From an optimization exercise on the open Yosys and OpenROAD flow, aimed at small area; shortcuts taken in it are not production practice. Only simulation tests tie the RTL to the original design; equivalence was not proved. No activity file was given, so power comes from the tool's default toggle rates.

File: flow/design.v
`timescale 1ns / 1ps
module ppu(
	input wire clk,
	input wire rst,
	input wire sync,
	input wire [2:0] mode,
	input wire [7:0] data_i,
	input wire stb_i,
	output reg ack_i,
	output reg [7:0] data_o,
	output reg stb_o,
	input wire ack_o
);
function [11:0] radd;
	input [11:0] a;
	input [11:0] b;
	input        c;
	integer i;
	reg cy;
	begin
		cy = c;
		for (i = 0; i < 12; i = i + 1) begin
			radd[i] = a[i] ^ b[i] ^ cy;
			cy = (a[i] & b[i]) | (cy & (a[i] ^ b[i]));
		end
	end
endfunction
function [5:0] mod63;
	input [11:0] x;
	reg [6:0] s;
	begin
		s = {1'b0, x[5:0]} + {1'b0, x[11:6]};
		mod63 = s[5:0] + {5'b0, s[6]};
	end
endfunction
function odd11;
	input [10:0] x;
	reg [6:0] t;
	begin
		t = {2'b0, x[4:0]} + {6'b0, x[10]} + {2'b0, ~x[9:5]} + 7'd2;  
		case (t)
			7'd2, 7'd4, 7'd6, 7'd8, 7'd10, 7'd11, 7'd13, 7'd15, 7'd17, 7'd19, 7'd21, 7'd22, 7'd24, 7'd26, 7'd28, 7'd30, 7'd32, 7'd33, 7'd35, 7'd37, 7'd39, 7'd41, 7'd43, 7'd44, 7'd46, 7'd48, 7'd50, 7'd52, 7'd54, 7'd55, 7'd57, 7'd59, 7'd61, 7'd63, 7'd65: odd11 = 1'b0;
			default: odd11 = 1'b1;
		endcase
	end
endfunction
reg [19:0] ring_line;
reg [9:0] sx;
reg [9:0] sy;
reg frame_alternate;
reg frame_rise;       
reg frame_counter;
reg [9:0] pattern_counter;
wire sx_end = sx[9] & sx[8] & (&sx[4:0]);    
wire sy_end = sy[9] & sy[3] & sy[2];         
always @(posedge clk or negedge rst) begin
	if (!rst) begin
		sx <= 0;
		sy <= 0;
		frame_alternate <= 0;
		frame_rise <= 0;
	end else begin
		frame_rise <= !sync & sx_end & sy_end & !frame_alternate;
		if (sync) begin
			sx <= 0;
			sy <= 0;
			frame_alternate <= 0;
		end else if (sx_end) begin
			sx <= 0;
			if (sy_end) begin
				sy <= 0;
				frame_alternate <= ~frame_alternate;
			end else begin
				sy <= sy + 1'b1;
			end
		end else begin
			sx <= sx + 1'b1;
		end
	end
end
always @(posedge clk or negedge rst) begin
	if (!rst) begin
		frame_counter <= 0;
		pattern_counter <= 0;
	end else begin
		if (frame_rise)
			frame_counter <= ~frame_counter;
		if (sync)
			pattern_counter <= ring_line[19:10];
		else if (frame_rise & frame_counter)
			pattern_counter <= pattern_counter + 1'b1;
	end
end
always @(posedge clk or negedge rst) begin
	if (!rst) begin
		ring_line <= 20'b0;
		ack_i <= 1'b0;
	end else begin
		ack_i <= stb_i;
		if (stb_i)
			ring_line <= {ring_line[11:0], data_i};
	end
end
wire [9:0] pc = pattern_counter;
wire m1 = (mode == 3'd1);
wire m3 = (mode == 3'd3);
wire m4 = (mode == 3'd4);
wire m5 = (mode == 3'd5);
reg [11:0] ysel, pca, xsel, pcb;
always @(*) begin
	case (mode[2:1])
		2'b00: ysel = {2'b0, sy};             
		2'b01: ysel = {3'b0, sy[9:1]};        
		default: ysel = mode[0] ? {5'b0, sy[9:3]} : {4'b0, sy[9:2]};  
	endcase
	pca  = m5 ? {4'b0, pc[9:2]} : {2'b0, pc};
	xsel = mode[2] ? {2'b0, sy} : (mode[1] ? {3'b0, sx[9:1]} : {2'b0, sx});
	pcb  = mode[2] ? {1'b0, pc, 1'b0} : {2'b0, pc};
end
wire [11:0] ay = radd(ysel, pca, 1'b0);
wire [11:0] ax = radd(xsel, pcb, 1'b0);
wire [11:0] kk = {10'b0, mode[1], 1'b1};    
wire [11:0] by = radd(ay, kk, 1'b0);
wire [11:0] bx = radd(ax, kk, 1'b0);
wire [11:0] sx2 = {4'b0, sx[9:2]};
wire [11:0] sx3 = {5'b0, sx[9:3]};
wire [11:0] op1 = ay ^ (mode[2] ? (mode[0] ? sx3 : sx2) : ax);
wire [11:0] op2 = m4 ? (ax ^ {2'b0, sx}) : (by ^ (mode[2] ? sx3 : bx));
wire [7:0]  op3 = sy[9:2] ^ sx[9:2];
wire [5:0] r1 = mod63(op1);
wire [5:0] r2 = mod63(op2);
wire [5:0] r3 = mod63({4'b0, op3});
function z7;    
	input [5:0] r;
	z7 = (r == 0) | (r == 7) | (r == 14) | (r == 21) | (r == 28) | (r == 35) |
	     (r == 42) | (r == 49) | (r == 56) | (r == 63);
endfunction
function z9;    
	input [5:0] r;
	z9 = (r == 0) | (r == 9) | (r == 18) | (r == 27) | (r == 36) | (r == 45) |
	     (r == 54) | (r == 63);
endfunction
function lo1;   
	input [5:0] r;
	lo1 = (r == 0) | (r == 63) | (r == 1) | (r == 28) | (r == 36);
endfunction
function odd7;  
	input [5:0] r;
	case (r)
		6'd1, 6'd3, 6'd5, 6'd8, 6'd10, 6'd12, 6'd15, 6'd17, 6'd19, 6'd22, 6'd24, 6'd26, 6'd29, 6'd31, 6'd33, 6'd36, 6'd38, 6'd40, 6'd43, 6'd45, 6'd47, 6'd50, 6'd52, 6'd54, 6'd57, 6'd59, 6'd61: odd7 = 1'b1;
		default: odd7 = 1'b0;
	endcase
endfunction
wire fu = odd7(r1) | odd11(op1[10:0]);
wire fv = odd7(r2) | odd11(op2[10:0]);
reg [2:0] random_pattern;   
reg pixel_pattern_r, pixel_pattern_g, pixel_pattern_b;
wire slot = ~stb_o;   
always @(posedge clk or negedge rst) begin
	if (!rst) begin
		data_o <= 0;
		stb_o <= 0;
		random_pattern <= 0;
		pixel_pattern_r <= 0;
		pixel_pattern_g <= 0;
		pixel_pattern_b <= 0;
	end else if (slot) begin
		stb_o <= 1'b1;
		case (mode)
			3'd0: data_o <= data_i;
			3'd1: data_o[7:2] <= {{2{lo1(r1)}}, {2{~lo1(r1)}}, {2{lo1(r2)}}};
			3'd2: data_o[7:1] <= {{2{sx[5]}}, {2{sx[6]}}, {2{sx[7]}}, 1'b0};
			3'd3: begin
				random_pattern <= {ring_line[4], ring_line[2], ring_line[0]};
				pixel_pattern_r <= fu ^ random_pattern[0];
				pixel_pattern_g <= fu ^ random_pattern[1];
				pixel_pattern_b <= fv ^ random_pattern[2];
				data_o <= {{2{pixel_pattern_r}}, {2{pixel_pattern_g}},
				           {2{pixel_pattern_b}}, 2'b00};
			end
			3'd4: data_o <= {{2{z7(r1)}}, {2{z7(r2)}}, {2{z7(r3)}}, 2'b00};
			3'd5: data_o <= z9(r2) ? 8'b01010100 : (z9(r1) ? 8'b11100100 : 8'b00000000);
			default: ;
		endcase
	end else if (ack_o) begin
		stb_o <= 1'b0;
	end
end
endmodule
File: flow/config.mk
export PLATFORM = sky130hd
export DESIGN_NAME = ppu
export DESIGN_NICKNAME = ppu
export VERILOG_FILES = /design/flow/design.v
export SDC_FILE = /design/flow/constraint.sdc
export NUM_CORES = 4
export LEC_CHECK = 0
export CAP_MARGIN = 20
export CORE_MARGIN = 2
export CORE_UTILIZATION = 40
export SLEW_MARGIN = 20
File: flow/constraint.sdc
create_clock -name core_clock -period 40.0 [get_ports {clk}]
set_input_delay 8.0000 -clock core_clock [delete_from_list [all_inputs] [get_ports {clk}]]
set_output_delay 8.0000 -clock core_clock [all_outputs]
set_load 0.01 [all_outputs]
File: flow/run.sh
#!/bin/bash
# synth_recipe.tcl (not shown) runs the flow's synth.tcl, then flattens the netlist and writes it again
# the make line also repeats each setting of config.mk as NAME=value (left out here)
make -C /OpenROAD-flow-scripts/flow DESIGN_CONFIG=/design/flow/config.mk WORK_HOME=/design/flow/orfs CLKGATE_MAP_FILE= SYNTH_SCRIPT=/design/flow/synth_recipe.tcl finish
==> run notes <==
- Tot Pwr: 0.6108 mW
- DRC: 0
- Synthesis-to-finish area growth: 8.733%
- Per-cell routed wire length: ~17 um
- Placer Congestion: between 0.8 and 0.9
- CTS resizes: 0
- Syn Std Cell Area: just over 0.008 sq mm
- Hold_sp: frame_alternate
- Post-CTS Hold Buffers: 0
- Hpwl dp: ~16000 um
- Clock transition at path regs: 0.06 ns
- FF+latch count, synth: 69
- TNS Setup: 0 ns
- CTS tree: yes
- Largest net degree at the start of global routing: 73
- Post-route ant nets: 0
- Synth Warn #: 1
- Synth Net Count: roughly 1100
- Filler Cell Count: 1967
- Final min period: around 17 ns
- Distinct cells, synth: 78
- Clock Tree Root: clkbuf_16
- Register area share after synthesis: 0.2114
- RSZ-0062 raised after global routing: false
- Die width: about 150 um
- Startpoint of the worst register-to-register path: sx[0]
- Post-synth EDFFs: 0
- Worst-Skew Late Latency: 0.33 ns
- DRT Wirelength: ~20000 um
- Setup bufs post-CTS: 0
- Final setup skew: between 0.005 and 0.006 ns
- Via count: around 6700
- Pre-CTS setup slack: around 23 ns
- Area leader, netlist: dfrtp_1
- Max-cap viol count: 0
- Clk sinks: around 70
- Crit end category: register
- TritonRoute pass-1 iters: 5
- First-pass GRT wire length: roughly 33000 um
- Final period util: 0.4263
- Vias/cell: 5.598
- WHS: between 0.4 and 0.5 ns
- Status: timing/DRC/antenna clean
- Type of the worst min-delay path: reg2reg
- Die Ht: around 150 um
- Slew of the pin with the lowest slew margin: between 0.9 and 1 ns
- Worst endpoint required time: just over 40 ns
- Critical path's most frequent cell: fa_1
- Initial DRC count: approximately 470
- Overflow after GRT: 0
- CP Max Fanout: 72
- Max-slew violations: 0
- Clock Path Buffers: 2
- Die ar.: ~0.022 sq mm
- Core Box Area: slightly above 0.02 sq mm
- Htree depth: 3
- Final Util: 0.4417
- Avg Cell Area, Syn: ~8.8 sq um
- Port Buf Inserts: 25
- Top post-synthesis cells by area: dfrtp_1 (21%), ha_1 (12%), fa_1 (6.9%)
- Pwr dens: 68.79 mW/mm^2
- Most common cell in the netlist: ha_1
- Crit start category: input port
- Syn Inst Count: 929
- Asr flop ratio synth: 1.000
- CTS buffer count: 9
- Post-synth top area share: 0.2114
- Main synth FF type: dfrtp_1
- Initial antenna violation count: 0
- Setup crit start: mode[2]
- Crit Path Category: in2reg
- Worst ir drop on vdd: between 0.03 and 0.04 mV
- Top cells by count, synth: ha_1 (78), nand2_1 (76), dfrtp_1 (69), nor2_1 (65)
- Crit-path max cell delay: slightly below 0.6 ns
- Final Hold Viols: 0
- LEAKAGE: 3.909 nW
- GRT Resource Usage Total: 0.1896
- Share of cells above drive strength 1: 0.08785
- Crit path DAT: approximately 17 ns
- Initial Util: 0.4062
- Max_slew headroom: 0.3823
- CP max stage cell: mux4_2
- Inserted Diodes: 0
- Vias in the first global route: 6384
- Final #Nets: 1039
- IO Pins: 26
- Max frequency: 58.65 MHz
- # rows: 52
- Final worst slack: 22.95 ns
- Reg2reg setup slack: 31.33 ns
- Final setup viols: 0
layout by cell type, fill, tap and decap left out, types with 14 or more instances in the layout:
| cell type | n |
|---|---|
| a21oi_1 | 38 |
| xnor2_1 | 56 |
| mux2i_1 | 39 |
| nand3_1 | 22 |
| clkdlybuf4s50_1 | 23 |
| xor2_1 | 44 |
| nor2_1 | 65 |
| o211ai_1 | 15 |
| mux2_2 | 40 |
| inv_1 | 56 |
| ha_1 | 78 |
| o21ai_0 | 46 |
| fa_1 | 28 |
| nor2b_1 | 14 |
| nand2_1 | 76 |
| dfrtp_1 | 69 |
state kept, by name, indices dropped and copies added (netlist names), 3 cells and up:
register / cells
sx: 10
ring_line: 20
pattern_counter: 10
sy: 10
data_o: 8
random_pattern: 3
critical path, delay by kind of cell:
kind                       cells  cell delay (ns)
AOI/OAI and AO/OA              8             1.24
xor gates and xnor gates       1             0.53
adders and majority gates     15             4.65
buffers and inverters          8             1.50
muxes                          1             0.58
and+or+nand+nor                7             0.72
layer usage:
layer | global-route usage | vias to the layer above | part of all wire
met5 | 0 | - | 0
met4 | 0.04951 | 0 | 0.013
met3 | 0.02050 | 14 | 0.037
met2 | 0.3148 | 149 | 0.48
met1 | 0.2646 | 3248 | 0.47
li1 | - | 3262 | -
final cells by class:
type	instances	area [sq um]	area share
clock buffers	12	256.5	0.02889
clock inverters	4	55.05	0.006200
repair buffers	30	277.8	0.03128
well taps	270	337.8	0.03804
multi-input cells	751	6016	0.6775
flip-flops and latches	69	1727	0.1944
inverters	56	210.2	0.02367
stage by stage:
| stage | cells | area (sq um) |
|---|---|---|
| final | 1192 | 8880 |
| after global routing | 1192 | 8880 |
| after CTS | 1191 | 8872 |
| after detailed placement | 1175 | 8561 |
| after global placement | 1175 | 8561 |
| after floorplan | 929 | 8167 |
power by group:
group	total [mW]	internal (mW)	switching, mW
clock network	0.0817	0.0520	0.0297
logic	0.440	0.186	0.254
registers	0.0892	0.0796	0.00955
total	0.611	0.318	0.293
kinds of logic (layout without fill, tap and decap cells):
| group | count (synthesis) | count (layout) | share of synthesized area |
|---|---|---|---|
| and+or+nand+nor | 260 | 260 | 0.1564 |
| AOI/OAI and AO/OA | 199 | 199 | 0.1635 |
| buffers and inverters | 109 | 102 | 0.05194 |
| adders and majority gates | 106 | 106 | 0.1881 |
| xor gates and xnor gates | 104 | 104 | 0.1174 |
| muxes | 82 | 82 | 0.1112 |
| DFF | 69 | 69 | 0.2114 |
path summary, 6_finish.rpt:
path	end	cells after the start
setup / recovery	data_o[2]	40
hold reg to reg	frame_rise	1
setup reg to reg	data_o[2]	35
hold / removal	frame_rise	1
min in group asynchronous	ring_line[10]	2
max in group asynchronous	sy[2]	2

==> static timing again, ports no longer ideal <==
In the flow no input, the clock included, has a driving cell. The finished layout below was timed again as built, in two steps. Step 1: set_driving_cell puts a clkbuf_16 on clk and a buf_2 on each other input, an assumption about the parent block. Step 2 also shifts input and output timing later by t, the mid clock arrival at the registers, as if the neighbouring blocks saw the same clock. Three values: no drivers, after step 1, after step 2; two values: the first two.
t (ns): 0.365
setup WS [ns]: 22.949 / 22.966 / 22.601
hold slack, ns: 0.447 / 0.447 / 0.447
worst setup path after step 2: input to register
worst slew at a driven data input, ns: 0.04
After both steps setup and hold are still met in this run. The setup slack of this run moves by +0.017 ns with the drivers and by -0.348 ns with both steps.
